Source: an optimization exercise on an open RTL-to-GDS flow (aim: small area and a short achievable clock period). Production flows keep margins and buffers that such runs may drop.
RTL that was checked went through simulation tests only; none was proved equivalent to the original.
The RTL of runs 1 to 3 and 5 was laid out without a check of its function.
Power figures rest on the tool's default switching activity, not on a simulated workload.

**flow/flow/run.sh**
```bash
#!/bin/bash
# Layout flow: the standard synthesis, then the combinational logic of the
# synthesized netlist is re-mapped by ABC for delay (the flip-flops are kept as
# they are: same instances, names and cells), then the standard layout
# (floorplan to final) with a larger setup margin for ORFS's timing repair.
# The SDC is the design's, unchanged. Each tool's output goes to a log here.
set -euo pipefail
MARGIN=${MARGIN:-7.5}
RES=orfs/results/${FLOW_PLATFORM:-sky130hd}/inexact_filter/base
LIB=$FLOW_HOME/platforms/sky130hd/lib/sky130_fd_sc_hd__tt_025C_1v80.lib
YOSYS=$FLOW_HOME/../tools/install/yosys/bin/yosys
[[ -x $YOSYS ]] || YOSYS=yosys

bash standard.sh SETUP_SLACK_MARGIN=$MARGIN synth > 1_standard_synth.log 2>&1
cp $RES/1_2_yosys.v 1_2_yosys_standard.v

# cells the re-mapping may not use: the platform's don't-use cells, delay
# cells, and slow wide gates
DU=$(grep -o 'cell ("sky130_fd_sc_hd__[a-z0-9_]*")' $LIB | sed 's/cell ("//; s/")//' \
     | grep -E "__(probe|lpflow|clkdly|dlygate|dlymetal|einv|ebuf|or3|or4|nor4|and4|a2111|o2111|a222|a311|o311|a41|o41|a32|o32)" \
     | sed 's/^/-dont_use /' | tr '\n' ' ')
FLOPS=$(grep -o 'sky130_fd_sc_hd__df[a-z0-9_]*' 1_2_yosys_standard.v | sort -u | tr '\n' ' ')
remap() {  # remap ABC_SCRIPT LOG
cat > remap.ys <<EOS
read_liberty -ignore_miss_func $LIB
blackbox $FLOPS
read_verilog 1_2_yosys_standard.v
hierarchy -top $FLOW_TOP
flatten
opt_clean
abc -script +$1 -liberty $LIB $DU -D 100
opt_clean -purge
stat -liberty $LIB
write_verilog -noattr -noexpr 1_2_yosys_remap.v
EOS
$YOSYS -s remap.ys > $2 2>&1
}
# the ABC scripts to try, in order (flow/abc.script first); if none works the
# standard netlist is kept
mapfile -t SCRIPTS < <(cat flow/abc.script; echo; echo 'strash;dc2;dch,-f;map,-D,100;topo;buffer,-c;upsize,-c;dnsize,-c'; echo 'strash;dch;map,-D,100')
i=0
for sc in "${SCRIPTS[@]}"; do
  [[ -n $sc ]] || continue
  i=$((i+1))
  if remap "$sc" 2_remap_yosys_$i.log; then
    cp 1_2_yosys_remap.v $RES/1_2_yosys.v
    break
  fi
done

bash standard.sh SETUP_SLACK_MARGIN=$MARGIN finish > 3_standard_layout.log 2>&1
```
**flow/flow/abc.script**
```
strash;dch;map,-D,100;topo;buffer,-c;upsize,-c;dnsize,-c
```
**flow/standard.sh**
```bash
#!/bin/bash
# synth_recipe.tcl (not shown) runs the flow's synth.tcl, then flattens the netlist and writes it again
# the make line also repeats each setting of config.mk as NAME=value (left out here)
make -C /OpenROAD-flow-scripts/flow DESIGN_CONFIG=/design/flow/config.mk WORK_HOME=/design/flow/orfs CLKGATE_MAP_FILE= SYNTH_SCRIPT=/design/flow/synth_recipe.tcl "${@:-finish}"
```
**flow/config.mk**
```make
export PLATFORM = sky130hd
export DESIGN_NAME = inexact_filter
export DESIGN_NICKNAME = inexact_filter
export VERILOG_FILES = /design/flow/design.v
export SDC_FILE = /design/flow/constraint.sdc
export NUM_CORES = 4
export LEC_CHECK = 0
export ABC_CLOCK_PERIOD_IN_PS = 2000
export CAP_MARGIN = 20
export CORE_MARGIN = 2
export CORE_UTILIZATION = 40
export CTS_CLUSTER_DIAMETER = 100
export CTS_CLUSTER_SIZE = 32
export SETUP_SLACK_MARGIN = 5
export SLEW_MARGIN = 20
```
**flow/constraint.sdc**
```tcl
create_clock -name core_clock -period 11.0 [get_ports {clk}]
set_input_delay 2.2000 -clock core_clock [delete_from_list [all_inputs] [get_ports {clk}]]
set_output_delay 2.2000 -clock core_clock [all_outputs]
set_load 0.01 [all_outputs]
```
**flow/design.v**
```verilog
`timescale 1ns / 1ps
module EC(
input H0,L0,EC_prev,H1,  
output EC_out,EC_next 
    );
wire w;  
assign w = ~(H0 | L0);
assign EC_next = (w & EC_prev);
assign EC_out = (EC_next & H1);
endmodule
`timescale 1ns / 1ps
module TBC(
input X0,X1,Y0,Y1,  
output H,L  
    );
assign H = ((X0) & (!Y1)) | (X1 & (!Y1)) | (X1 & (!Y0));
assign L = (!X1) & Y1;
endmodule
`timescale 1ns / 1ps
module mux8bit(
input sel,
input [7:0]I1,I0,
output [7:0]Y
    );
assign Y = sel ? I1 : I0;
endmodule
`timescale 1ns / 1ps
module TDS(
input [7:0]P0,P1,P2,
output [7:0]Min,Med,Max
    );
wire [20:0]w;
wire [5:0]EC_next;
wire [8:0]EC_out;
wire [2:0]mux_sel;
wire [7:0]Temp_max,Temp_min_1,Temp_min_2;
TBC TBC_1_MSB_67(.X0(P0[6]),.X1(P0[7]),.Y0(P1[6]),.Y1(P1[7]),.H(w[0]),.L(w[1]));
TBC TBC_1_BITS45(.X0(P0[4]),.X1(P0[5]),.Y0(P1[4]),.Y1(P1[5]),.H(w[2]),.L(w[3]));
TBC TBC_1_BITS23(.X0(P0[2]),.X1(P0[3]),.Y0(P1[2]),.Y1(P1[3]),.H(w[4]),.L(w[5]));
TBC TBC_1_LSB_01(.X0(P0[0]),.X1(P0[1]),.Y0(P1[0]),.Y1(P1[1]),.H(w[6]),.L());
EC EC_1_MSB_45(.H0(w[0]),.L0(w[1]),.EC_prev(1'b1),.H1(w[2]),.EC_next(EC_next[0]),.EC_out(EC_out[0]));
EC EC_1_BITS23(.H0(w[2]),.L0(w[3]),.EC_prev(EC_next[0]),.H1(w[4]),.EC_next(EC_next[1]),.EC_out(EC_out[1]));
EC EC_1_LSB_01(.H0(w[4]),.L0(w[5]),.EC_prev(EC_next[1]),.H1(w[6]),.EC_next(),.EC_out(EC_out[2]));
assign mux_sel[0] = EC_out[0] | EC_out[1] | EC_out[2] | w[0];  
mux8bit m_1_min(.sel(mux_sel[0]),.I1(P1),.I0(P0),.Y(Temp_min_1));
mux8bit m_1_max(.sel(mux_sel[0]),.I1(P0),.I0(P1),.Y(Temp_max));
TBC TBC_2_MSB_67(.X0(Temp_max[6]),.X1(Temp_max[7]),.Y0(P2[6]),.Y1(P2[7]),.H(w[7]),.L(w[8]));
TBC TBC_2_BITS45(.X0(Temp_max[4]),.X1(Temp_max[5]),.Y0(P2[4]),.Y1(P2[5]),.H(w[9]),.L(w[10]));
TBC TBC_2_BITS23(.X0(Temp_max[2]),.X1(Temp_max[3]),.Y0(P2[2]),.Y1(P2[3]),.H(w[11]),.L(w[12]));
TBC TBC_2_LSB_01(.X0(Temp_max[0]),.X1(Temp_max[1]),.Y0(P2[0]),.Y1(P2[1]),.H(w[13]),.L());
EC EC_2_MSB_45(.H0(w[7]),.L0(w[8]),.EC_prev(1'b1),.H1(w[9]),.EC_next(EC_next[2]),.EC_out(EC_out[3]));
EC EC_2_BITS23(.H0(w[9]),.L0(w[10]),.EC_prev(EC_next[2]),.H1(w[11]),.EC_next(EC_next[3]),.EC_out(EC_out[4]));
EC EC_2_LSB_01(.H0(w[11]),.L0(w[12]),.EC_prev(EC_next[3]),.H1(w[13]),.EC_next(),.EC_out(EC_out[5]));
assign mux_sel[1] = EC_out[3] | EC_out[4] | EC_out[5] | w[7];
mux8bit m_2_min(.sel(mux_sel[1]),.I1(P2),.I0(Temp_max),.Y(Temp_min_2));
mux8bit m_2_max(.sel(mux_sel[1]),.I1(Temp_max),.I0(P2),.Y(Max));  
TBC TBC_3_MSB_67(.X0(Temp_min_1[6]),.X1(Temp_min_1[7]),.Y0(Temp_min_2[6]),.Y1(Temp_min_2[7]),.H(w[14]),.L(w[15]));
TBC TBC_3_BITS45(.X0(Temp_min_1[4]),.X1(Temp_min_1[5]),.Y0(Temp_min_2[4]),.Y1(Temp_min_2[5]),.H(w[16]),.L(w[17]));
TBC TBC_3_BITS23(.X0(Temp_min_1[2]),.X1(Temp_min_1[3]),.Y0(Temp_min_2[2]),.Y1(Temp_min_2[3]),.H(w[18]),.L(w[19]));
TBC TBC_3_LSB_01(.X0(Temp_min_1[0]),.X1(Temp_min_1[1]),.Y0(Temp_min_2[0]),.Y1(Temp_min_2[1]),.H(w[20]),.L());
EC EC_3_MSB_45(.H0(w[14]),.L0(w[15]),.EC_prev(1'b1),.H1(w[16]),.EC_next(EC_next[4]),.EC_out(EC_out[6]));
EC EC_3_BITS23(.H0(w[16]),.L0(w[17]),.EC_prev(EC_next[4]),.H1(w[18]),.EC_next(EC_next[5]),.EC_out(EC_out[7]));
EC EC_3_LSB_01(.H0(w[18]),.L0(w[19]),.EC_prev(EC_next[5]),.H1(w[20]),.EC_next(),.EC_out(EC_out[8]));
assign mux_sel[2] = EC_out[6] | EC_out[7] | EC_out[8] | w[14];
mux8bit m_3_min(.sel(mux_sel[2]),.I1(Temp_min_2),.I0(Temp_min_1),.Y(Min));  
mux8bit m_3_max(.sel(mux_sel[2]),.I1(Temp_min_1),.I0(Temp_min_2),.Y(Med));  
endmodule
`timescale 1ns / 1ps
module inexact_filter
# (parameter COUNT = 256)  
(input [7:0] Pixel_in,
input  clk,
output [7:0] Median
);
    function cmp;
        input [7:0] X, Y;
        reg [3:0] H, L;
        integer i;
        begin
            for (i = 0; i < 4; i = i + 1) begin
                H[i] = (X[2*i] & ~Y[2*i+1]) | (X[2*i+1] & ~Y[2*i+1]) | (X[2*i+1] & ~Y[2*i]);
                L[i] = ~X[2*i+1] & Y[2*i+1];
            end
            cmp = H[3] | (~(H[3] | L[3]) & H[2])
                       | (~(H[3] | L[3]) & ~(H[2] | L[2]) & H[1])
                       | (~(H[3] | L[3]) & ~(H[2] | L[2]) & ~(H[1] | L[1]) & H[0]);
        end
    endfunction
    function [2:0] tmin;
        input c01, c02, c12, c10;
        tmin = { c01 & c02 & c12 | ~c01 & c12 & c02,
                 c01 & c02 & ~c12 | c01 & ~c02 & ~c10,
                 c01 & ~c02 & c10 | ~c01 & c12 & ~c02 | ~c01 & ~c12 };
    endfunction
    function [2:0] tmed;
        input c01, c02, c12, c10;
        tmed = { c01 & c02 & ~c12 | ~c01 & c12 & ~c02,
                 c01 & c02 & c12 | c01 & ~c02 & c10 | ~c01 & ~c12,
                 c01 & ~c02 & ~c10 | ~c01 & c12 & c02 };
    endfunction
    function [2:0] tmax;
        input c01, c02, c12, c10;
        tmax = { c01 & ~c02 | ~c01 & ~c12,
                 ~c01 & c12,
                 c01 & c02 };
    endfunction
    localparam T1_ = 0, Tx_ = 1, M1_ = 2, M2_ = 3, D1_ = 4, D2_ = 5, N1_ = 6, N2_ = 7;
    function kk;
        input [7:0] u, w;
        input [63:0] k;
        integer i, j;
        begin
            kk = 1'b0;
            for (i = 0; i < 8; i = i + 1)
                for (j = 0; j < 8; j = j + 1)
                    if (i != j) kk = kk | (u[i] & w[j] & k[8*i+j]);
        end
    endfunction
    function kx;
        input [7:0] u, c;
        kx = |(u & c);
    endfunction
    function [7:0] val;
        input [7:0] u;
        input [63:0] v;
        integer i;
        begin
            val = 8'd0;
            for (i = 0; i < 8; i = i + 1)
                val = val | ({8{u[i]}} & v[8*i +: 8]);
        end
    endfunction
    function [7:0] pick;
        input [2:0] s;
        input [7:0] p0, p1, p2;
        pick = ({8{s[0]}} & p0) | ({8{s[1]}} & p1) | ({8{s[2]}} & p2);
    endfunction
    reg [7:0] lb [0:2*COUNT-2];
    integer li;
    always @(posedge clk) begin
        lb[0] <= Pixel_in;
        for (li = 1; li < 2*COUNT-1; li = li + 1)
            lb[li] <= lb[li-1];
    end
    reg [7:0] T1, Tx, M1, M2, D1, D2, N1, N2;
    reg [63:0] k;
    reg [7:0] MedA_n, MedB_n;    
    wire [7:0] X = Pixel_in;
    wire [63:0] vk = {N2, N1, D2, D1, M2, M1, Tx, T1};
    localparam [7:0] ET1 = 8'd1, ETx = 8'd2, EM1 = 8'd4, EM2 = 8'd8,
                     ED1 = 8'd16, ED2 = 8'd32, EN1 = 8'd64, EN2 = 8'd128;
    wire [7:0] xg, gx;   
    genvar gi;
    generate
        for (gi = 0; gi < 8; gi = gi + 1) begin : gxc
            assign xg[gi] = cmp(X, vk[8*gi +: 8]);
            assign gx[gi] = cmp(vk[8*gi +: 8], X);
        end
    endgenerate
    wire p = gx[Tx_];          
    wire q = gx[T1_];          
    wire r = k[8*T1_+Tx_];     
    function [39:0] stage2;
        input [63:0] kv;
        reg [7:0] md0, mn0;
        begin
            md0 = kv[8*T1_+Tx_] ? ET1 : ETx;    
            mn0 = kv[8*T1_+Tx_] ? ETx : ET1;    
            stage2[7:0]   = pick(tmin(kv[8*Tx_+M1_], kv[8*Tx_+M2_], kv[8*M1_+M2_], kv[8*M1_+Tx_]), ETx, EM1, EM2);
            stage2[15:8]  = pick(tmed(kv[8*T1_+D1_], kv[8*T1_+D2_], kv[8*D1_+D2_], kv[8*D1_+T1_]), ET1, ED1, ED2);
            stage2[23:16] = pick(tmax(kv[8*T1_+N1_], kv[8*T1_+N2_], kv[8*N1_+N2_], kv[8*N1_+T1_]), ET1, EN1, EN2);
            stage2[31:24] = pick(tmed(kk(md0, ED1, kv), kk(md0, ED2, kv), kv[8*D1_+D2_], kk(ED1, md0, kv)), md0, ED1, ED2);
            stage2[39:32] = pick(tmax(kk(mn0, EN1, kv), kk(mn0, EN2, kv), kv[8*N1_+N2_], kk(EN1, mn0, kv)), mn0, EN1, EN2);
        end
    endfunction
    reg  [39:0] s2;
    wire [7:0] aK  = s2[7:0];
    wire [7:0] bK1 = s2[15:8];
    wire [7:0] cK1 = s2[23:16];
    wire [7:0] bK0 = s2[31:24];
    wire [7:0] cK0 = s2[39:32];
    wire [2:0] aX = tmin(xg[M1_], xg[M2_], k[8*M1_+M2_], gx[M1_]);
    wire [2:0] bX = tmed(xg[D1_], xg[D2_], k[8*D1_+D2_], gx[D1_]);
    wire [2:0] cX = tmax(xg[N1_], xg[N2_], k[8*N1_+N2_], gx[N1_]);
    wire [7:0] VaK  = val(aK, vk);
    wire [7:0] VbK0 = val(bK0, vk);
    wire [7:0] VcK0 = val(cK0, vk);
    wire [7:0] VbK1 = val(bK1, vk);
    wire [7:0] VcK1 = val(cK1, vk);
    wire xbK0 = cmp(X, VbK0), bK0x = cmp(VbK0, X), xcK0 = cmp(X, VcK0);
    wire aKx  = cmp(VaK, X),  xaK  = cmp(X, VaK);
    wire bK1x = cmp(VbK1, X), xcK1 = cmp(X, VcK1);
    wire [2:0] f0X  = tmed(xbK0, xcK0, kk(bK0, cK0, k), bK0x);
    wire [2:0] f0M1 = tmed(kk(EM1, bK0, k), kk(EM1, cK0, k), kk(bK0, cK0, k), kk(bK0, EM1, k));
    wire [2:0] f0M2 = tmed(kk(EM2, bK0, k), kk(EM2, cK0, k), kk(bK0, cK0, k), kk(bK0, EM2, k));
    wire [2:0] f1X  = tmed(kk(aK, bK1, k), aKx, bK1x, kk(bK1, aK, k));
    wire [2:0] f1N1 = tmed(kk(aK, bK1, k), kk(aK, EN1, k), kk(bK1, EN1, k), kk(bK1, aK, k));
    wire [2:0] f1N2 = tmed(kk(aK, bK1, k), kk(aK, EN2, k), kk(bK1, EN2, k), kk(bK1, aK, k));
    wire [2:0] f2X  = tmed(aKx, kk(aK, cK1, k), xcK1, xaK);
    wire [2:0] f2D1 = tmed(kk(aK, ED1, k), kk(aK, cK1, k), kk(ED1, cK1, k), kk(ED1, aK, k));
    wire [2:0] f2D2 = tmed(kk(aK, ED2, k), kk(aK, cK1, k), kk(ED2, cK1, k), kk(ED2, aK, k));
    wire [7:0] R0M1 = val(pick(f0M1, EM1, bK0, cK0), vk);
    wire [7:0] R0M2 = val(pick(f0M2, EM2, bK0, cK0), vk);
    wire [7:0] R1N1 = val(pick(f1N1, aK, bK1, EN1), vk);
    wire [7:0] R1N2 = val(pick(f1N2, aK, bK1, EN2), vk);
    wire [7:0] R2D1 = val(pick(f2D1, aK, ED1, cK1), vk);
    wire [7:0] R2D2 = val(pick(f2D2, aK, ED2, cK1), vk);
    wire c0 = ~p, c1 = p & q, c2 = p & ~q;
    wire sbK0  = c0 & aX[0] & f0X[1];
    wire scK0  = c0 & aX[0] & f0X[2];
    wire sR0M1 = c0 & aX[1];
    wire sR0M2 = c0 & aX[2];
    wire saK   = c1 & cX[0] & f1X[0] | c2 & bX[0] & f2X[0];
    wire sbK1  = c1 & cX[0] & f1X[1];
    wire sR1N1 = c1 & cX[1];
    wire sR1N2 = c1 & cX[2];
    wire scK1  = c2 & bX[0] & f2X[2];
    wire sR2D1 = c2 & bX[1];
    wire sR2D2 = c2 & bX[2];
    wire sX0  = c0 & aX[0] & f0X[0];
    wire sX12 = c1 & cX[0] & f1X[2] | c2 & bX[0] & f2X[1];
    wire [7:0] medA = {8{sX0}} & X | {8{sbK0}} & VbK0 | {8{scK0}} & VcK0
                    | {8{sR0M1}} & R0M1 | {8{sR0M2}} & R0M2
                    | {8{sR1N1}} & R1N1 | {8{sR1N2}} & R1N2;
    wire [7:0] medB = {8{sX12}} & X | {8{saK}} & VaK | {8{sbK1}} & VbK1
                    | {8{scK1}} & VcK1 | {8{sR2D1}} & R2D1 | {8{sR2D2}} & R2D2;
    wire [7:0] A = lb[2*COUNT-2];
    wire [7:0] B = lb[COUNT-2];
    wire       s0 = cmp(A, B);
    wire [7:0] T1n = s0 ? B : A;
    wire [7:0] Txn = s0 ? A : B;
    wire [2:0] cmx = p ? 3'b100 : 3'b001;
    wire [2:0] cmd = p ? (q ? 3'b010 : 3'b001) : (r ? 3'b010 : 3'b100);
    wire [2:0] cmn = p ? (q ? 3'b001 : 3'b010) : (r ? 3'b100 : 3'b010);
    wire [63:0] vn = {Txn, T1n, N1, D1, M1, Tx, T1, X};
    wire [63:0] cn;
    genvar ga, gb;
    generate
        for (ga = 0; ga < 8; ga = ga + 1) begin : gna
            for (gb = 0; gb < 8; gb = gb + 1) begin : gnb
                if (ga == gb) begin : gd
                    assign cn[8*ga+gb] = 1'b0;
                end else if (ga == 0 && gb <= 5) begin : gxa
                    assign cn[8*ga+gb] = xg[gb == 1 ? T1_ : gb == 2 ? Tx_ : gb == 3 ? M1_ : gb == 4 ? D1_ : N1_];
                end else if (gb == 0 && ga <= 5) begin : gxb
                    assign cn[8*ga+gb] = gx[ga == 1 ? T1_ : ga == 2 ? Tx_ : ga == 3 ? M1_ : ga == 4 ? D1_ : N1_];
                end else if (ga >= 1 && ga <= 5 && gb >= 1 && gb <= 5) begin : gkk
                    localparam integer KA = ga == 1 ? T1_ : ga == 2 ? Tx_ : ga == 3 ? M1_ : ga == 4 ? D1_ : N1_;
                    localparam integer KB = gb == 1 ? T1_ : gb == 2 ? Tx_ : gb == 3 ? M1_ : gb == 4 ? D1_ : N1_;
                    assign cn[8*ga+gb] = k[8*KA+KB];
                end else begin : gnew
                    assign cn[8*ga+gb] = cmp(vn[8*ga +: 8], vn[8*gb +: 8]);
                end
            end
        end
    endgenerate
    wire [7:0] nsel [0:7];
    assign nsel[T1_] = 8'b0100_0000;
    assign nsel[Tx_] = 8'b1000_0000;
    assign nsel[M1_] = {5'd0, cmx};
    assign nsel[M2_] = 8'b0000_1000;
    assign nsel[D1_] = {5'd0, cmd};
    assign nsel[D2_] = 8'b0001_0000;
    assign nsel[N1_] = {5'd0, cmn};
    assign nsel[N2_] = 8'b0010_0000;
    function nc;
        input [7:0] u, w;
        input [63:0] c;
        integer i, j;
        begin
            nc = 1'b0;
            for (i = 0; i < 8; i = i + 1)
                for (j = 0; j < 8; j = j + 1)
                    if (i != j) nc = nc | (u[i] & w[j] & c[8*i+j]);
        end
    endfunction
    wire [63:0] kn;
    genvar gu, gw;
    generate
        for (gu = 0; gu < 8; gu = gu + 1) begin : gku
            for (gw = 0; gw < 8; gw = gw + 1) begin : gkw
                if (gu == gw) begin : gd
                    assign kn[8*gu+gw] = 1'b0;
                end else begin : gc
                    assign kn[8*gu+gw] = nc(nsel[gu], nsel[gw], cn);
                end
            end
        end
    endgenerate
    always @(posedge clk) begin
        T1 <= T1n;
        Tx <= Txn;
        M1 <= p ? Tx : X;
        D1 <= p ? (q ? T1 : X) : (r ? T1 : Tx);
        N1 <= p ? (q ? X : T1) : (r ? Tx : T1);
        M2 <= M1;
        D2 <= D1;
        N2 <= N1;
        k  <= kn;
        s2 <= stage2(kn);
        MedA_n <= ~medA;
        MedB_n <= ~medB;
    end
    assign Median = ~(MedA_n & MedB_n);
endmodule
```
==> results of run 1 <==
## state kept, by name (all words and copies together) (netlist names), 16 cells and up
signal / flops
k: 24
s2: 17
lb: 4088
cn: 16
## repair_timing
| item | CTS | global route |
|---|---|---|
| pin swaps | 96 | 54 |
| setup endpoints to repair | 99 | 45 |
| gates cloned | 8 | 0 |
| buffers inserted | 138 | 32 |
| endpoints found under the hold margin | 0 | 0 |
| resized for setup | 344 | 95 |
## routing by layer
layer  vias to the layer above  global-route usage (%)  part of all wire (%)
li1                      19500                       -                     -
met1                     19600                    22.7                    51
met2                       749                    21.9                    41
met3                       304                    2.39                   4.2
met4                         0                    5.05                   3.5
met5                         -                       0                     0
## where the power goes
part           switching, mW  internal [mW]  total [mW]
Combinational          0.139         0.0851       0.224
Clock                   4.30           2.72        7.02
Sequential            0.0340           15.4        15.4
## final cells by class
| cell class | count | share of cell area (%) |
|---|---|---|
| antenna | 5 | 0.0119 |
| clock buffer | 160 | 3.79 |
| clock inverter | 28 | 0.487 |
| inverter | 197 | 0.813 |
| multi-input combinational | 1379 | 8.67 |
| sequential | 4225 | 80.4 |
| tap | 3043 | 3.62 |
| timing repair buffer | 232 | 2.19 |
## worst max-delay path, cell delays in order
cell and delay (ps):
clkdlybuf4s15_2 200, buf_12 140, nand2_8 70, nand2_1 70
o211ai_1 100, buf_4 190, o21bai_4 210, nand2_8 150
clkinv_16 100, nand2_8 70, o31ai_4 220, buf_12 150
nand4_4 220, a31oi_4 240, nor3_2 60
## per-stage QoR
stage                     hold WS (ps)  area [µm²]
final                              310      105000
after CTS                          307      105000
after detailed placement           312       97500
after floorplan                    310       93400
after global placement             310       97500
after global routing               305      105000
## path summary, 6_finish.rpt
path | startpoint | endpoint | cells past startpoint
worst min-delay path | lb[102][5] | lb[103][5] | 0
worst min register to register | lb[102][5] | lb[103][5] | 0
worst max-delay path | Pixel_in[4] | MedB_n[3] | 15
worst max register to register | lb[254][5] | s2[28] | 14
==> flow_metrics.env, run 1 <==
export IMPL_hold_violations=0
export IMPL_tns_ps=0
export IMPL_layout_nets=6202
export IMPL_finalNonFillerCells=9269
export IMPL_grt_pass1_vias=38900
export IMPL_cts_buffer_depth=3
export IMPL_routed_via_density=4.33
export IMPL_die_area_um2=237000
export IMPL_firstDrtPassIters=6
export IMPL_grt_total_usage_pct=15.1
export IMPL_setup_worst_path_start_class="primary input"
export IMPL_p_leak_nw=41.2
export IMPL_slew_viol_final=0
export IMPL_critPathRequiredTime_ps=11700
export IMPL_hold_class="flop to flop"
export IMPL_fin_util_pct=45.3
export IMPL_ff2ff_setup_slack_ps=7460
export IMPL_avgSynthCellArea_um2=16.0
export IMPL_core_area_um2=232000
export IMPL_irDropWorstVdd_mv=0.150
export IMPL_ant_nets=0
export IMPL_areaGrowthSynthToFinish_pct=12.8
export IMPL_arrival_ps=4420
export IMPL_num_vias=40200
export IMPL_fin_skew_ps=42.2
export IMPL_drive_gt1_share_pct=12.0
export IMPL_power_mw=22.7
export IMPL_fillers=20300
export IMPL_status="timing/DRC/antenna clean"
export IMPL_setup_ws_ps=7280
export IMPL_fmax_mhz=269
export IMPL_start_util_pct=40.2
export IMPL_routabilityCongestion=0.885
export IMPL_seq_area_um2=84600
export IMPL_setup_viol=0
export IMPL_tightest_slew_ps=1130
export IMPL_htreeDepth=4
export IMPL_port_buffers=16
export IMPL_hold_buffers=0
export IMPL_cts_clk_slew_worst_paths_ps=100
export IMPL_dpl_cell_count=8898
export IMPL_cts_made_buffers=158
export IMPL_tritoncts="built"
export IMPL_cap_violations=0
export IMPL_die_h_um=487
export IMPL_end_kind="flop"
export IMPL_ys_warnings_count=2
export IMPL_antenna_found_initial=2
export IMPL_grt_pass1_wl_um=265000
export IMPL_netlist_area_um2=93300
export IMPL_grt_max_degree=33
export IMPL_pwr_density_cell_nw_per_um2=215
export IMPL_max_slew_margin_pct=24.7
export IMPL_grt_ovfl_total=0
export IMPL_drcViolationCount=0
export IMPL_cts_sinks=4225
export IMPL_critPathKind="primary input to flop"
export IMPL_dp_hpwl_um=113000
export IMPL_layout_common_cells="dfxtp_1, nand2_1, buf_4, inv_1, clkbuf_16"
export IMPL_rows=177
export IMPL_multiInputGateArea_um2=9120
export IMPL_cts_root_buf="clkbuf_16"
export IMPL_period_minus_slack_ps=3720
export IMPL_synth_nets=5842
export IMPL_post_drt_wl_per_cell_um=19.4
export IMPL_grt_setup_unrepaired="true"
export IMPL_clk_latency_ps=840
export IMPL_cp_max_fo=8
export IMPL_syn_inst=5833
export IMPL_fin_crit_sh_pct=33.8
export IMPL_die_x_um=487
export IMPL_routed_wl_um=179000
export IMPL_pre_cts_ws_ps=4400
export IMPL_final_common_cell="dfxtp_1"
export IMPL_drt_first_iter_violations=2699
export IMPL_ios=17
==> inputs of run 2 (changes only) <==
--- a/flow/design.v
+++ b/flow/design.v
@@ -137,3 +137,3 @@
     endfunction
-    reg [7:0] lb [0:2*COUNT-2];
+    reg [7:0] lb [0:2*COUNT-3];
     integer li;
@@ -141,3 +141,3 @@
         lb[0] <= Pixel_in;
-        for (li = 1; li < 2*COUNT-1; li = li + 1)
+        for (li = 1; li < 2*COUNT-2; li = li + 1)
             lb[li] <= lb[li-1];
@@ -146,3 +146,3 @@
     reg [63:0] k;
-    reg [7:0] MedA_n, MedB_n;    
+    reg [7:0] MedA_r, MedB_r;
     wire [7:0] X = Pixel_in;
@@ -226,7 +226,6 @@
                     | {8{scK1}} & VcK1 | {8{sR2D1}} & R2D1 | {8{sR2D2}} & R2D2;
-    wire [7:0] A = lb[2*COUNT-2];
-    wire [7:0] B = lb[COUNT-2];
+    wire [7:0] A = lb[2*COUNT-3];
+    wire [7:0] B = lb[COUNT-3];
     wire       s0 = cmp(A, B);
-    wire [7:0] T1n = s0 ? B : A;
-    wire [7:0] Txn = s0 ? A : B;
+    reg  [7:0] T1n, Txn;
     wire [2:0] cmx = p ? 3'b100 : 3'b001;
@@ -290,2 +289,4 @@
     always @(posedge clk) begin
+        T1n <= s0 ? B : A;
+        Txn <= s0 ? A : B;
         T1 <= T1n;
@@ -300,6 +301,6 @@
         s2 <= stage2(kn);
-        MedA_n <= ~medA;
-        MedB_n <= ~medB;
+        MedA_r <= medA;
+        MedB_r <= medB;
     end
-    assign Median = ~(MedA_n & MedB_n);
+    assign Median = MedA_r | MedB_r;
 endmodule
==> run 2 against run 1 <==
Against the previous run:
- critical endpoint is now Median[2]
- routed wire length grew 6.1%
- clock-buffer cell count grew 5
- largest power group unchanged
- clock power grew 3%
- register-to-register slack gained 90 ps
- sequential power is essentially flat
- die area grew 0.19%
- cell count grew 0.33%
- still clean
- clock skew grew 20 ps
- power grew 3.6%
- global-route usage grew 0.93 points
- final area is essentially flat
- critical path depth shrank 13
==> flow_metrics.env, run 2 <==
export IMPL_irDropWorstVdd_mv=0.155
export IMPL_hold_buffers=0
export IMPL_num_vias=40100
export IMPL_synth_nets=5886
export IMPL_p_leak_nw=41.2
export IMPL_multiInputGateArea_um2=8830
export IMPL_critPathRequiredTime_ps=8800
export IMPL_crit_chain="or2_4 -> buf_6"
export IMPL_setup_viol=0
export IMPL_pwr_density_cell_nw_per_um2=223
export IMPL_hold_violations=0
export IMPL_cts_buffer_depth=3
export IMPL_cp_top_family="flip-flops"
export IMPL_tightest_slew_ps=1010
export IMPL_die_x_um=487
export IMPL_critPathKind="flop to output pin"
export IMPL_cts_root_buf="clkbuf_16"
export IMPL_areaGrowthSynthToFinish_pct=12.5
export IMPL_cp_buffers_inverters=1
export IMPL_period_minus_slack_ps=3770
export IMPL_die_area_um2=238000
export IMPL_pre_cts_ws_ps=4790
export IMPL_netlist_area_um2=93500
export IMPL_hold_class="flop to flop"
export IMPL_grt_setup_unrepaired="true"
export IMPL_port_buffers=16
export IMPL_arrival_ps=1570
export IMPL_dpl_cell_count=8970
export IMPL_rows=177
export IMPL_seq_area_um2=84800
export IMPL_cp_max_fo=1
export IMPL_fin_crit_sh_pct=34.3
export IMPL_fmax_mhz=265
export IMPL_tns_ps=0
export IMPL_dp_hpwl_um=118000
export IMPL_routed_via_density=4.31
export IMPL_grt_max_degree=33
export IMPL_setup_ws_ps=7230
export IMPL_ios=17
export IMPL_max_slew_margin_pct=32.7
export IMPL_die_h_um=487
export IMPL_grt_ovfl_total=0
export IMPL_status="timing/DRC/antenna clean"
export IMPL_grt_pass1_wl_um=277000
export IMPL_cts_sinks=4233
export IMPL_routed_wl_um=190000
export IMPL_start_util_pct=40.2
export IMPL_cap_violations=0
export IMPL_post_drt_wl_per_cell_um=20.5
export IMPL_regMostFlops="lb"
export IMPL_syn_inst=5877
export IMPL_holdWs_ps=300
export IMPL_end_kind="output pin"
export IMPL_cts_clk_slew_worst_paths_ps=100
export IMPL_core_area_um2=233000
export IMPL_firstDrtPassIters=5
export IMPL_max_stage_delay_ps=380
export IMPL_drive_gt1_share_pct=9.93
export IMPL_final_common_cell="dfxtp_1"
export IMPL_ys_warnings_count=2
export IMPL_layout_nets=6228
export IMPL_grt_total_usage_pct=16.0
export IMPL_setup_worst_path_start_class="flop"
export IMPL_power_mw=23.5
export IMPL_routabilityCongestion=0.854
export IMPL_avgSynthCellArea_um2=15.9
export IMPL_cts_made_buffers=160
export IMPL_layout_common_cells="dfxtp_1, nand2_1, clkbuf_16, inv_1, buf_4"
export IMPL_ant_nets=0
export IMPL_tritoncts="built"
export IMPL_reg_top3="lb (4080), k (24), s2 (17)"
export IMPL_antenna_found_initial=6
export IMPL_cpMaxStageDelayCell="dfxtp_4"
export IMPL_largest_reg_flops=4080
export IMPL_fillers=20200
export IMPL_finalNonFillerCells=9300
export IMPL_htreeDepth=4
export IMPL_drt_first_iter_violations=2717
export IMPL_clk_latency_ps=850
export IMPL_fin_skew_ps=62.0
export IMPL_slew_viol_final=0
export IMPL_drcViolationCount=0
export IMPL_grt_pass1_vias=39000
-- run 2: report_power, final --
part	switching, mW	internal (mW)	leakage, nW	total [mW]
Combinational	0.498	0.238	4.68	0.736
Clock	4.39	2.82	2.29	7.20
Sequential	0.0946	15.4	34.3	15.5
Total	4.98	18.5	41.2	23.5
-- run 2: metrics by stage --
| stage | utilization (%) | cell area [µm²] |
|---|---|---|
| detailed placement | 42.1 | 97800 |
| global placement | 42.1 | 97800 |
| finish | 45.2 | 105000 |
| global route | 45.2 | 105000 |
| floorplan | - | 93500 |
| CTS | 44.9 | 104000 |
-- run 2: final timing paths --
kind	slack, ps	from	cells after the start	to
hold / removal	300	lb[5][1]	0	lb[6][1]
setup / recovery	7230	MedA_r[2]	2	Median[2]
hold reg to reg	300	lb[5][1]	0	lb[6][1]
setup reg to reg	7550	s2[3]	12	MedA_r[3]
-- run 2: final cells by class --
type | count | share of cell area (%)
sequential | 4233 | 80.6
clock buffer | 165 | 3.87
antenna | 6 | 0.0143
clock inverter | 29 | 0.665
timing repair buffer | 202 | 2.21
inverter | 160 | 0.613
tap | 3043 | 3.62
multi-input combinational | 1462 | 8.40
-- run 2: timing repair --
action	in CTS	in global routing
gates cloned	12	3
gates resized for setup	227	114
setup buffers	84	31
pin swaps	47	75
setup endpoints to repair	88	37
-- run 2: metal layers --
layer | track usage (%) | vias to the layer above | part of all wire [%]
li1 | - | 19600 | -
met1 | 24.2 | 19400 | 51
met2 | 23.2 | 758 | 41
met3 | 2.51 | 311 | 4.5
met4 | 5.17 | 2 | 3.4
met5 | 0 | - | 0.0037
==> inputs of run 3 (changes only) <==
--- a/flow/design.v
+++ b/flow/design.v
@@ -137,3 +137,3 @@
     endfunction
-    reg [7:0] lb [0:2*COUNT-3];
+    reg [7:0] lb [0:2*COUNT-2];
     integer li;
@@ -141,3 +141,3 @@
         lb[0] <= Pixel_in;
-        for (li = 1; li < 2*COUNT-2; li = li + 1)
+        for (li = 1; li < 2*COUNT-1; li = li + 1)
             lb[li] <= lb[li-1];
@@ -201,8 +201,8 @@
     wire [2:0] f2D2 = tmed(kk(aK, ED2, k), kk(aK, cK1, k), kk(ED2, cK1, k), kk(ED2, aK, k));
-    wire [7:0] R0M1 = val(pick(f0M1, EM1, bK0, cK0), vk);
-    wire [7:0] R0M2 = val(pick(f0M2, EM2, bK0, cK0), vk);
-    wire [7:0] R1N1 = val(pick(f1N1, aK, bK1, EN1), vk);
-    wire [7:0] R1N2 = val(pick(f1N2, aK, bK1, EN2), vk);
-    wire [7:0] R2D1 = val(pick(f2D1, aK, ED1, cK1), vk);
-    wire [7:0] R2D2 = val(pick(f2D2, aK, ED2, cK1), vk);
+    wire [7:0] R0M1 = pick(f0M1, M1, VbK0, VcK0);
+    wire [7:0] R0M2 = pick(f0M2, M2, VbK0, VcK0);
+    wire [7:0] R1N1 = pick(f1N1, VaK, VbK1, N1);
+    wire [7:0] R1N2 = pick(f1N2, VaK, VbK1, N2);
+    wire [7:0] R2D1 = pick(f2D1, VaK, D1, VcK1);
+    wire [7:0] R2D2 = pick(f2D2, VaK, D2, VcK1);
     wire c0 = ~p, c1 = p & q, c2 = p & ~q;
@@ -226,6 +226,7 @@
                     | {8{scK1}} & VcK1 | {8{sR2D1}} & R2D1 | {8{sR2D2}} & R2D2;
-    wire [7:0] A = lb[2*COUNT-3];
-    wire [7:0] B = lb[COUNT-3];
+    wire [7:0] A = lb[2*COUNT-2];
+    wire [7:0] B = lb[COUNT-2];
     wire       s0 = cmp(A, B);
-    reg  [7:0] T1n, Txn;
+    wire [7:0] T1n = s0 ? B : A;
+    wire [7:0] Txn = s0 ? A : B;
     wire [2:0] cmx = p ? 3'b100 : 3'b001;
@@ -289,4 +290,2 @@
     always @(posedge clk) begin
-        T1n <= s0 ? B : A;
-        Txn <= s0 ? A : B;
         T1 <= T1n;
==> run 3 against run 2 <==
Against the previous run:
- first-iteration DRC count up 0.26%
- still clean on timing, DRC and antenna
- setup slack worse by 55 ps
- largest cell class unchanged
- die area up 0.17%
- critical endpoint is now Median[5]
- register-to-register slack better by 40 ps
- clock power down 2%
- combinational power up 16%
- clock skew down 13 ps
==> flow_metrics.env, run 3 <==
export IMPL_use_met1_pct=22.7
export IMPL_busiest_layer="met1"
export IMPL_max_slew_margin_pct=40.2
export IMPL_slew_viol_final=0
export IMPL_p_leak_nw=41.0
export IMPL_regMostFlops="lb"
export IMPL_num_vias=40200
export IMPL_arrival_ps=1630
export IMPL_syn_inst=5880
export IMPL_finalNonFillerCells=9371
export IMPL_grt_pass1_wl_um=266000
export IMPL_antenna_found_initial=8
export IMPL_pwr_density_cell_nw_per_um2=223
export IMPL_period_minus_slack_ps=3830
export IMPL_avgSynthCellArea_um2=15.9
export IMPL_clk_latency_ps=870
export IMPL_hold_violations=0
export IMPL_grt_pass1_vias=39600
export IMPL_setup_viol=0
export IMPL_cts_clk_slew_worst_paths_ps=110
export IMPL_netlist_area_um2=93600
export IMPL_cts_root_buf="clkbuf_16"
export IMPL_max_stage_delay_ps=390
export IMPL_fin_skew_ps=48.8
export IMPL_grt_max_degree=35
export IMPL_routed_wl_um=180000
export IMPL_irDropWorstVdd_mv=0.150
export IMPL_post_drt_wl_per_cell_um=19.2
export IMPL_routed_via_density=4.29
export IMPL_tritoncts="built"
export IMPL_tightest_slew_ps=887
export IMPL_drive_gt1_share_pct=10.9
export IMPL_drt_first_iter_violations=2724
export IMPL_p_seq_share_pct=66.2
export IMPL_end_kind="output pin"
export IMPL_hold_buffers=0
export IMPL_die_x_um=488
export IMPL_cts_sinks=4225
export IMPL_reg_top3="lb (4088), k (24), s2 (17)"
export IMPL_fmax_mhz=261
export IMPL_grt_ovfl_total=0
export IMPL_cts_made_buffers=160
export IMPL_port_buffers=16
export IMPL_cap_violations=0
export IMPL_critPathKind="flop to output pin"
export IMPL_start_util_pct=40.2
export IMPL_post_route_cell_area_um2=105000
export IMPL_htreeDepth=4
export IMPL_cp_max_fo=1
export IMPL_fin_crit_sh_pct=34.8
export IMPL_ys_warnings_count=2
export IMPL_switching_share_pct=21.3
export IMPL_areaGrowthSynthToFinish_pct=12.1
export IMPL_setup_worst_path_start_class="flop"
export IMPL_firstDrtPassIters=6
export IMPL_rows=177
export IMPL_power_frac_comb_pct=3.6
export IMPL_tns_ps=0
export IMPL_routabilityCongestion=0.877
export IMPL_p_int_mw=18.4
export IMPL_setup_ws_ps=7170
export IMPL_status="timing/DRC/antenna clean"
export IMPL_critPathRequiredTime_ps=8800
export IMPL_cpMaxStageDelayCell="dfxtp_4"
export IMPL_hold_class="flop to flop"
export IMPL_drcViolationCount=0
export IMPL_crit_chain="or2_4 -> buf_6"
export IMPL_pwr_share_clk_pct=30.1
export IMPL_layout_nets=6213
export IMPL_met3_usage_pct=2.93
export IMPL_synth_nets=5889
export IMPL_dp_hpwl_um=114000
export IMPL_dpl_cell_count=9033
export IMPL_ios=17
export IMPL_layout_common_cells="dfxtp_1, nand2_1, inv_1, clkbuf_16, nand3_1"
export IMPL_largest_reg_flops=4088
export IMPL_p_sw_mw=5.00
export IMPL_cts_buffer_depth=3
export IMPL_die_area_um2=238000
export IMPL_grt_total_usage_pct=15.1
export IMPL_ant_nets=0
export IMPL_fillers=20300
export IMPL_final_common_cell="dfxtp_1"
export IMPL_grt_setup_unrepaired="true"
export IMPL_placedInstanceArea_um2=97900
export IMPL_fin_util_pct=45.1
export IMPL_pre_cts_ws_ps=4860
export IMPL_core_area_um2=233000
export IMPL_met2_usage_pct=21.9
export IMPL_die_h_um=488
run 3: power by group through the flow:
stage | Combinational, mW | Clock, mW | Sequential (mW)
floorplan | 0.362 | 0 | 15.8
global placement | 0.730 | 0 | 15.9
detailed placement | 0.711 | 0 | 15.9
CTS | 0.813 | 7.37 | 15.5
global route | 0.893 | 7.91 | 15.5
finish | 0.851 | 7.06 | 15.5
run 3: final timing paths:
path	from	to	slack [ps]	cells past startpoint
setup / recovery	MedA_r[5]	Median[5]	7170	2
hold / removal	lb[8][7]	lb[9][7]	300	0
setup reg to reg	s2[2]	MedA_r[5]	7590	12
hold reg to reg	lb[8][7]	lb[9][7]	300	0
run 3: timing repair:
item                                    4_1_cts  5_1_grt
pin swaps                                    55       74
hold endpoints to repair                      0        0
gates resized for setup                     294       84
buffers inserted                            105       30
cloned                                        5        1
endpoints found under the setup margin       99       41
run 3: critical path: cells and delay by family (launching register included):
kind                   cells  cell delay [ps]
flip-flops                 1              390
AND/OR/NAND/NOR            1              260
buffers and inverters      1              140
run 3: per-layer routing:
layer | vias to the layer above | routed length, µm
met5 | - | 33
met4 | 6 | 5180
met2 | 735 | 73900
met3 | 297 | 8330
met1 | 19600 | 92500
li1 | 19600 | -
run 3: through the flow:
stage	power, mW	hold WS (ps)
after floorplan	16.2	310
after global placement	16.6	309
after detailed placement	16.6	312
after CTS	23.7	294
after global routing	24.4	304
final	23.4	300
run 3: final cells by class:
type / count / area [µm²] / share of cell area (%)
timing repair buffer: 195 / 1930 / 1.84
tap: 3132 / 3920 / 3.74
sequential: 4225 / 84600 / 80.7
multi-input combinational: 1425 / 9030 / 8.61
timing repair inverter: 1 / 8.76 / 0.00835
clock inverter: 30 / 480 / 0.458
clock buffer: 161 / 4030 / 3.84
inverter: 196 / 856 / 0.816
antenna: 6 / 15.0 / 0.0143
==> inputs of run 4 (changes only) <==
--- a/flow/design.v
+++ b/flow/design.v
@@ -201,8 +201,8 @@
     wire [2:0] f2D2 = tmed(kk(aK, ED2, k), kk(aK, cK1, k), kk(ED2, cK1, k), kk(ED2, aK, k));
-    wire [7:0] R0M1 = pick(f0M1, M1, VbK0, VcK0);
-    wire [7:0] R0M2 = pick(f0M2, M2, VbK0, VcK0);
-    wire [7:0] R1N1 = pick(f1N1, VaK, VbK1, N1);
-    wire [7:0] R1N2 = pick(f1N2, VaK, VbK1, N2);
-    wire [7:0] R2D1 = pick(f2D1, VaK, D1, VcK1);
-    wire [7:0] R2D2 = pick(f2D2, VaK, D2, VcK1);
+    wire [7:0] R0M1 = val(pick(f0M1, EM1, bK0, cK0), vk);
+    wire [7:0] R0M2 = val(pick(f0M2, EM2, bK0, cK0), vk);
+    wire [7:0] R1N1 = val(pick(f1N1, aK, bK1, EN1), vk);
+    wire [7:0] R1N2 = val(pick(f1N2, aK, bK1, EN2), vk);
+    wire [7:0] R2D1 = val(pick(f2D1, aK, ED1, cK1), vk);
+    wire [7:0] R2D2 = val(pick(f2D2, aK, ED2, cK1), vk);
     wire c0 = ~p, c1 = p & q, c2 = p & ~q;
--- a/flow/flow/run.sh
+++ b/flow/flow/run.sh
@@ -8,2 +8,3 @@
 MARGIN=${MARGIN:-7.5}
+ABCSCRIPT=$(cat flow/abc.script)
 RES=orfs/results/${FLOW_PLATFORM:-sky130hd}/inexact_filter/base
@@ -22,3 +23,2 @@
 FLOPS=$(grep -o 'sky130_fd_sc_hd__df[a-z0-9_]*' 1_2_yosys_standard.v | sort -u | tr '\n' ' ')
-remap() {  # remap ABC_SCRIPT LOG
 cat > remap.ys <<EOS
@@ -30,3 +30,3 @@
 opt_clean
-abc -script +$1 -liberty $LIB $DU -D 100
+abc -script +$ABCSCRIPT -liberty $LIB $DU -D 100
 opt_clean -purge
@@ -35,16 +35,4 @@
 EOS
-$YOSYS -s remap.ys > $2 2>&1
-}
-# the ABC scripts to try, in order (flow/abc.script first); if none works the
-# standard netlist is kept
-mapfile -t SCRIPTS < <(cat flow/abc.script; echo; echo 'strash;dc2;dch,-f;map,-D,100;topo;buffer,-c;upsize,-c;dnsize,-c'; echo 'strash;dch;map,-D,100')
-i=0
-for sc in "${SCRIPTS[@]}"; do
-  [[ -n $sc ]] || continue
-  i=$((i+1))
-  if remap "$sc" 2_remap_yosys_$i.log; then
-    cp 1_2_yosys_remap.v $RES/1_2_yosys.v
-    break
-  fi
-done
+$YOSYS -s remap.ys > 2_remap_yosys.log 2>&1
+cp 1_2_yosys_remap.v $RES/1_2_yosys.v
 
==> flow/flow/abc.script (replaced) <==
strash;dch;map,-D,100;buffer,-c;upsize,-c;dnsize,-c
==> run 4 against run 3 <==
Against the previous run:
- power increased by 0.25%
- fmax increased by 2.2%
- sequential power barely moved
- via count fell by 0.91%
- setup slack better by 82 ps
- worst hold slack got worse by 7.9 ps
- largest cell class unchanged
- final area rose by 0.40%
- critical path type unchanged
- register-to-register slack got worse by 40 ps
- cell count down 1.6%
==> flow_metrics.env, run 4 <==
export IMPL_grt_setup_unrepaired="true"
export IMPL_fin_crit_sh_pct=34.1
export IMPL_ys_warnings_count=2
export IMPL_setup_viol=0
export IMPL_die_area_um2=237000
export IMPL_syn_inst=5789
export IMPL_hold_violations=0
export IMPL_p_sw_mw=5.03
export IMPL_pre_cts_ws_ps=4920
export IMPL_critPathKind="flop to output pin"
export IMPL_grt_total_usage_pct=15.4
export IMPL_cap_violations=0
export IMPL_cts_buffer_depth=3
export IMPL_regMostFlops="lb"
export IMPL_cp_max_fo=1
export IMPL_clk_latency_ps=840
export IMPL_setup_worst_path_start_class="flop"
export IMPL_ant_nets=0
export IMPL_hold_buffers=0
export IMPL_r2r_start="lb[510][3]"
export IMPL_num_vias=39900
export IMPL_routed_wl_um=184000
export IMPL_period_minus_slack_ps=3750
export IMPL_end_kind="output pin"
export IMPL_irDropWorstVdd_mv=0.165
export IMPL_core_area_um2=232000
export IMPL_rows=177
export IMPL_grt_max_degree=46
export IMPL_firstDrtPassIters=5
export IMPL_grt_pass1_vias=39400
export IMPL_pwr_share_clk_pct=30.2
export IMPL_p_int_mw=18.5
export IMPL_final_common_cell="dfxtp_1"
export IMPL_fillers=20100
export IMPL_status="timing/DRC/antenna clean"
export IMPL_p_seq_share_pct=66.1
export IMPL_cts_clk_slew_worst_paths_ps=110
export IMPL_fmax_mhz=267
export IMPL_reg_top3="lb (4088), k (24), s2 (17)"
export IMPL_areaGrowthSynthToFinish_pct=13.1
export IMPL_port_buffers=16
export IMPL_layout_nets=6156
export IMPL_die_h_um=486
export IMPL_fin_util_pct=45.4
export IMPL_worstHoldStart="lb[1][4]"
export IMPL_tritoncts="built"
export IMPL_routed_via_density=4.32
export IMPL_routabilityCongestion=0.868
export IMPL_tns_ps=0
export IMPL_switching_share_pct=21.4
export IMPL_drt_first_iter_violations=2732
export IMPL_max_slew_margin_pct=27.0
export IMPL_fin_skew_ps=60.0
export IMPL_crit_start="MedB_r[7]"
export IMPL_setup_ws_ps=7250
export IMPL_synth_nets=5798
export IMPL_post_drt_wl_per_cell_um=19.9
export IMPL_largest_reg_flops=4088
export IMPL_grt_ovfl_total=0
export IMPL_grt_pass1_wl_um=270000
export IMPL_power_frac_comb_pct=3.7
export IMPL_hold_class="flop to flop"
export IMPL_slew_viol_final=0
export IMPL_critPathRequiredTime_ps=8800
export IMPL_die_x_um=486
export IMPL_p_leak_nw=41.0
export IMPL_drive_gt1_share_pct=12.0
export IMPL_antenna_found_initial=6
export IMPL_pwr_density_cell_nw_per_um2=223
export IMPL_drcViolationCount=0
export IMPL_start_util_pct=40.1
export IMPL_cts_made_buffers=161
export IMPL_ios=17
export IMPL_cts_sinks=4225
export IMPL_netlist_area_um2=93100
export IMPL_layout_common_cells="dfxtp_1, nand2_1, clkbuf_16, buf_4, inv_1"
export IMPL_avgSynthCellArea_um2=16.1
export IMPL_tightest_slew_ps=1090
export IMPL_arrival_ps=1550
export IMPL_dp_hpwl_um=115000
export IMPL_cts_root_buf="clkbuf_16"
export IMPL_htreeDepth=4
==> run 4: cell count changes in the layout (fill, tap and decap cells not counted), moves of 10 or more <==
cell / delta
nand2_1: -100
nand4_1: -38
nand3_1: -23
o221ai_1: +20
buf_4: +17
nand2_2: -17
o22ai_1: -15
a22oi_1: +13
o21ai_0: +12
o21ai_2: +11
buf_12: +10
==> run 4: metrics by stage <==
step / cell area [µm²] / instances / hold WS [ps] / power (mW)
6_report: 105000 / 9224 / 292 / 23.5
5_1_grt: 105000 / 9223 / 287 / 24.4
3_3_place_gp: 97600 / 8864 / 310 / 16.6
2_1_floorplan: 93500 / 5789 / 310 / 16.1
3_5_place_dp: 97600 / 8864 / 312 / 16.6
4_1_cts: 104000 / 9145 / 286 / 23.7
==> run 4: metal layers <==
metal | track usage (%) | up-vias | routed length, µm
li1 | - | 19400 | -
met1 | 23.3 | 19400 | 94700
met2 | 22.1 | 753 | 74800
met3 | 2.97 | 275 | 8670
met4 | 4.86 | 2 | 5580
met5 | 0 | - | 13
==> run 4: path summary, 6_finish.rpt <==
| kind | slack [ps] | end | cells after the start |
|---|---|---|---|
| max | 7250 | Median[7] | 2 |
| min | 290 | lb[2][4] | 0 |
| max reg2reg | 7550 | s2[28] | 13 |
| min reg2reg | 290 | lb[2][4] | 0 |
==> run 4: power by group through the flow <==
stage                     clock, mW  combinational [mW]  sequential (mW)
after global placement            0               0.708             15.9
after global routing           7.98               0.902             15.5
final                          7.10               0.865             15.5
after CTS                      7.43               0.777             15.5
after floorplan                   0               0.348             15.8
after detailed placement          0               0.689             15.9
==> run 4: repair_timing <==
item,in CTS,in global routing
cloned,4,4
endpoints found under the setup margin,98,43
gates resized for setup,279,154
pin swaps,47,87
buffers inserted,82,73
==> run 4: critical path, cell delays in order, from the launching register on <==
cell     delay (ps)
dfxtp_4         380
or2_4           250
buf_6           120
==> run 4: area by class of cell <==
| cell class | instances | area [µm²] | area share, % |
|---|---|---|---|
| Timing Repair Buffer | 223 | 2260 | 2.15 |
| Sequential cell | 4225 | 84600 | 80.4 |
| Multi-Input combinational cell | 1335 | 9070 | 8.62 |
| Timing Repair inverter | 1 | 11.3 | 0.0107 |
| Clock inverter | 32 | 578 | 0.549 |
| Antenna cell | 2 | 5.00 | 0.00475 |
| Inverter | 200 | 898 | 0.853 |
| Clock buffer | 163 | 4060 | 3.85 |
| Tap cell | 3043 | 3810 | 3.61 |
==> inputs of run 5 (changes only) <==
--- a/flow/design.v
+++ b/flow/design.v
@@ -201,27 +201,21 @@
     wire [2:0] f2D2 = tmed(kk(aK, ED2, k), kk(aK, cK1, k), kk(ED2, cK1, k), kk(ED2, aK, k));
-    wire [7:0] R0M1 = val(pick(f0M1, EM1, bK0, cK0), vk);
-    wire [7:0] R0M2 = val(pick(f0M2, EM2, bK0, cK0), vk);
-    wire [7:0] R1N1 = val(pick(f1N1, aK, bK1, EN1), vk);
-    wire [7:0] R1N2 = val(pick(f1N2, aK, bK1, EN2), vk);
-    wire [7:0] R2D1 = val(pick(f2D1, aK, ED1, cK1), vk);
-    wire [7:0] R2D2 = val(pick(f2D2, aK, ED2, cK1), vk);
     wire c0 = ~p, c1 = p & q, c2 = p & ~q;
-    wire sbK0  = c0 & aX[0] & f0X[1];
-    wire scK0  = c0 & aX[0] & f0X[2];
-    wire sR0M1 = c0 & aX[1];
-    wire sR0M2 = c0 & aX[2];
-    wire saK   = c1 & cX[0] & f1X[0] | c2 & bX[0] & f2X[0];
-    wire sbK1  = c1 & cX[0] & f1X[1];
-    wire sR1N1 = c1 & cX[1];
-    wire sR1N2 = c1 & cX[2];
-    wire scK1  = c2 & bX[0] & f2X[2];
-    wire sR2D1 = c2 & bX[1];
-    wire sR2D2 = c2 & bX[2];
-    wire sX0  = c0 & aX[0] & f0X[0];
-    wire sX12 = c1 & cX[0] & f1X[2] | c2 & bX[0] & f2X[1];
+    wire sX0   = c0 & aX[0] & f0X[0];
+    wire sX12  = c1 & cX[0] & f1X[2] | c2 & bX[0] & f2X[1];
+    wire sbK0  = c0 & (aX[0] & f0X[1] | aX[1] & f0M1[1] | aX[2] & f0M2[1]);
+    wire scK0  = c0 & (aX[0] & f0X[2] | aX[1] & f0M1[2] | aX[2] & f0M2[2]);
+    wire sM1   = c0 & aX[1] & f0M1[0];
+    wire sM2   = c0 & aX[2] & f0M2[0];
+    wire saK   = c1 & (cX[0] & f1X[0] | cX[1] & f1N1[0] | cX[2] & f1N2[0])
+               | c2 & (bX[0] & f2X[0] | bX[1] & f2D1[0] | bX[2] & f2D2[0]);
+    wire sbK1  = c1 & (cX[0] & f1X[1] | cX[1] & f1N1[1] | cX[2] & f1N2[1]);
+    wire sN1   = c1 & cX[1] & f1N1[2];
+    wire sN2   = c1 & cX[2] & f1N2[2];
+    wire scK1  = c2 & (bX[0] & f2X[2] | bX[1] & f2D1[2] | bX[2] & f2D2[2]);
+    wire sD1   = c2 & bX[1] & f2D1[1];
+    wire sD2   = c2 & bX[2] & f2D2[1];
     wire [7:0] medA = {8{sX0}} & X | {8{sbK0}} & VbK0 | {8{scK0}} & VcK0
-                    | {8{sR0M1}} & R0M1 | {8{sR0M2}} & R0M2
-                    | {8{sR1N1}} & R1N1 | {8{sR1N2}} & R1N2;
+                    | {8{sM1}} & M1 | {8{sM2}} & M2 | {8{sN1}} & N1 | {8{sN2}} & N2;
     wire [7:0] medB = {8{sX12}} & X | {8{saK}} & VaK | {8{sbK1}} & VbK1
-                    | {8{scK1}} & VcK1 | {8{sR2D1}} & R2D1 | {8{sR2D2}} & R2D2;
+                    | {8{scK1}} & VcK1 | {8{sD1}} & D1 | {8{sD2}} & D2;
     wire [7:0] A = lb[2*COUNT-2];
==> run 5 against run 4 <==
Against the previous run:
- still clean on timing, DRC and antenna
- combinational power decreased by about 30%
- die area shrank 1.1%
- synthesized cell count decreased by 2.9%
- routed wire length shrank 9.9%
- cell count down 2.5%
- register-to-register slack worse by 400 ps
- fmax shrank 4.4%
- area after synthesis fell by 1.1%
- clock power decreased by 1%
- utilization decreased by 0.40 points
- power is 1.4% lower
- largest cell class unchanged
- highest routed layer is now met4
==> flow_metrics.env, run 5 <==
export IMPL_core_area_um2=229000
export IMPL_cts_buffer_depth=3
export IMPL_reg_top3="lb (4088), k (24), s2 (17)"
export IMPL_final_common_cell="dfxtp_1"
export IMPL_tightest_slew_ps=1080
export IMPL_num_vias=38100
export IMPL_grt_pass1_vias=37600
export IMPL_p_leak_nw=40.3
export IMPL_cap_violations=0
export IMPL_hold_violations=0
export IMPL_period_minus_slack_ps=3920
export IMPL_cts_made_buffers=160
export IMPL_slew_viol_final=0
export IMPL_drive_gt1_share_pct=10.7
export IMPL_dp_hpwl_um=103000
export IMPL_finalNonFillerCells=8993
export IMPL_firstDrtPassIters=5
export IMPL_netlist_area_um2=92100
export IMPL_p_int_mw=18.4
export IMPL_cts_root_buf="clkbuf_16"
export IMPL_grt_total_usage_pct=14.1
export IMPL_max_slew_margin_pct=27.8
export IMPL_grt_pass1_wl_um=249000
export IMPL_cts_sinks=4225
export IMPL_hold_class="flop to flop"
export IMPL_arrival_ps=4580
export IMPL_layout_common_cells="dfxtp_1, nand2_1, clkbuf_16, inv_1, buf_4"
export IMPL_synth_nets=5630
export IMPL_die_h_um=484
export IMPL_die_area_um2=234000
export IMPL_die_x_um=484
export IMPL_syn_inst=5621
export IMPL_end_kind="flop"
export IMPL_drt_first_iter_violations=2361
export IMPL_cts_clk_slew_worst_paths_ps=100
export IMPL_pwr_density_cell_nw_per_um2=225
export IMPL_grt_max_degree=50
export IMPL_ys_warnings_count=2
export IMPL_tns_ps=0
export IMPL_seq_area_um2=84600
export IMPL_critPathRequiredTime_ps=11660
export IMPL_switching_share_pct=20.7
export IMPL_ant_nets=0
export IMPL_antenna_found_initial=6
export IMPL_fin_util_pct=45.0
export IMPL_drcViolationCount=0
export IMPL_critPathKind="primary input to flop"
export IMPL_status="timing/DRC/antenna clean"
export IMPL_p_sw_mw=4.80
export IMPL_regMostFlops="lb"
export IMPL_setup_ws_ps=7080
export IMPL_grt_setup_unrepaired="true"
export IMPL_largest_reg_flops=4088
export IMPL_tritoncts="built"
export IMPL_fin_crit_sh_pct=35.6
export IMPL_setup_viol=0
export IMPL_fmax_mhz=255
export IMPL_power_frac_comb_pct=2.6
export IMPL_start_util_pct=40.1
export IMPL_pwr_share_clk_pct=30.3
export IMPL_routed_via_density=4.23
export IMPL_setup_worst_path_start_class="primary input"
export IMPL_layout_nets=5946
export IMPL_areaGrowthSynthToFinish_pct=12.1
export IMPL_htreeDepth=4
export IMPL_clk_latency_ps=830
export IMPL_pre_cts_ws_ps=4570
export IMPL_routed_wl_um=166000
export IMPL_routabilityCongestion=0.842
export IMPL_irDropWorstVdd_mv=0.148
export IMPL_grt_ovfl_total=0
export IMPL_fillers=20000
export IMPL_port_buffers=16
export IMPL_avgSynthCellArea_um2=16.4
export IMPL_ios=17
export IMPL_multiInputGateArea_um2=7640
export IMPL_post_drt_wl_per_cell_um=18.4
export IMPL_rows=176
export IMPL_dpl_cell_count=8659
export IMPL_p_seq_share_pct=67.0
export IMPL_cp_max_fo=8
export IMPL_fin_skew_ps=48.1
run 5: worst paths after layout:
path	endpoint	from	cells after the start	slack, ps
worst min register to register	lb[345][3]	lb[344][3]	0	320
worst min-delay path	lb[345][3]	lb[344][3]	0	320
worst max register to register	MedB_r[4]	s2[1]	10	7150
worst max-delay path	MedB_r[1]	Pixel_in[1]	16	7080
run 5: per-stage QoR:
stage	cell area [µm²]	power [mW]	hold WS (ps)
4_1_cts	103000	23.5	311
5_1_grt	103000	24.1	316
6_report	103000	23.2	318
2_1_floorplan	92400	16.0	310
3_5_place_dp	96300	16.4	312
3_3_place_gp	96300	16.4	309
run 5: critical path, stage by stage:
cell and delay [ps]:
buf_6 100, buf_12 140, nor2_4 190, buf_12 140, o22ai_2 50, o22ai_1 170, nand2_1 100, o221ai_2 90
o21ai_2 140, a21oi_4 230, nand2_4 80, o211ai_1 220, a2bb2oi_2 220, nand4_4 240, nand2_2 130, nand4_1 120
run 5: timing repair:
item	CTS	global route
setup buffers	112	25
pin swaps	83	63
cloned	4	1
hold buffers	0	0
endpoints found under the hold margin	0	0
endpoints found under the setup margin	98	67
resized for setup	259	104
run 5: area by class of cell:
type,instances,area share [%]
antenna,3,0.00727
clock buffer,161,3.90
clock inverter,28,0.459
inverter,186,0.765
multi-input combinational,1180,7.40
sequential,4225,82.0
tap,3026,3.67
timing repair buffer,183,1.80
timing repair inverter,1,0.00849
run 5: power by group through the flow:
stage,clock [mW],sequential [mW],combinational (mW)
finish,7.03,15.5,0.607
global route,7.89,15.6,0.642
CTS,7.38,15.5,0.580
detailed placement,0,15.9,0.481
global placement,0,15.9,0.490
floorplan,0,15.8,0.249
run 5: layer usage:
layer | GRT usage, % | vias to the layer above | part of all wire, %
li1 | - | 18600 | -
met3 | 2.26 | 267 | 4.1
met5 | 0 | - | 0
met2 | 20.3 | 685 | 40
met1 | 21.5 | 18500 | 52
met4 | 4.72 | 0 | 3.2

[afterwards: timing with drivers on the ports]
The flow's constraints put no driver on any port. The routed layouts listed below were extracted and timed again, unchanged, in two steps.
Step 1 assumes that a clkbuf_16 drives the clock port and a buf_2 every other input.
Step 2 moves the port delays by t, midway between the first and last clock arrival at a register: inputs arrive t later, outputs are due t later. That takes back most of the time a late clock gives input paths.
Three values: no drivers, after step 1, after step 2; two values: the first two.
| run | t, ns | setup slack, ns | worst hold slack (ns) | latest minus earliest clock arrival (ns) | worst data-port slew with drivers (ns) |
|---|---|---|---|---|---|
| run 1 | 0.901 | 7.279 / 7.295 / 6.394 | 0.310 / 0.310 / 0.310 | 0.047 / 0.046 | 0.07 |
| run 2 | 0.907 | 7.226 / 7.146 / 6.549 | 0.300 / 0.300 / 0.300 | 0.070 / 0.070 | 0.07 |
| run 3 | 0.919 | 7.171 / 7.092 / 6.505 | 0.300 / 0.300 / 0.300 | 0.050 / 0.051 | 0.07 |
| run 4 | 0.895 | 7.253 / 7.172 / 6.462 | 0.292 / 0.292 / 0.292 | 0.065 / 0.065 | 0.08 |
| run 5 | 0.893 | 7.080 / 7.123 / 6.231 | 0.318 / 0.318 / 0.318 | 0.049 / 0.049 | 0.06 |
After both steps every run listed still meets setup and hold. The setup slack of run 1, which loses most, moves by +0.016 ns with the drivers and by -0.885 ns with both steps.
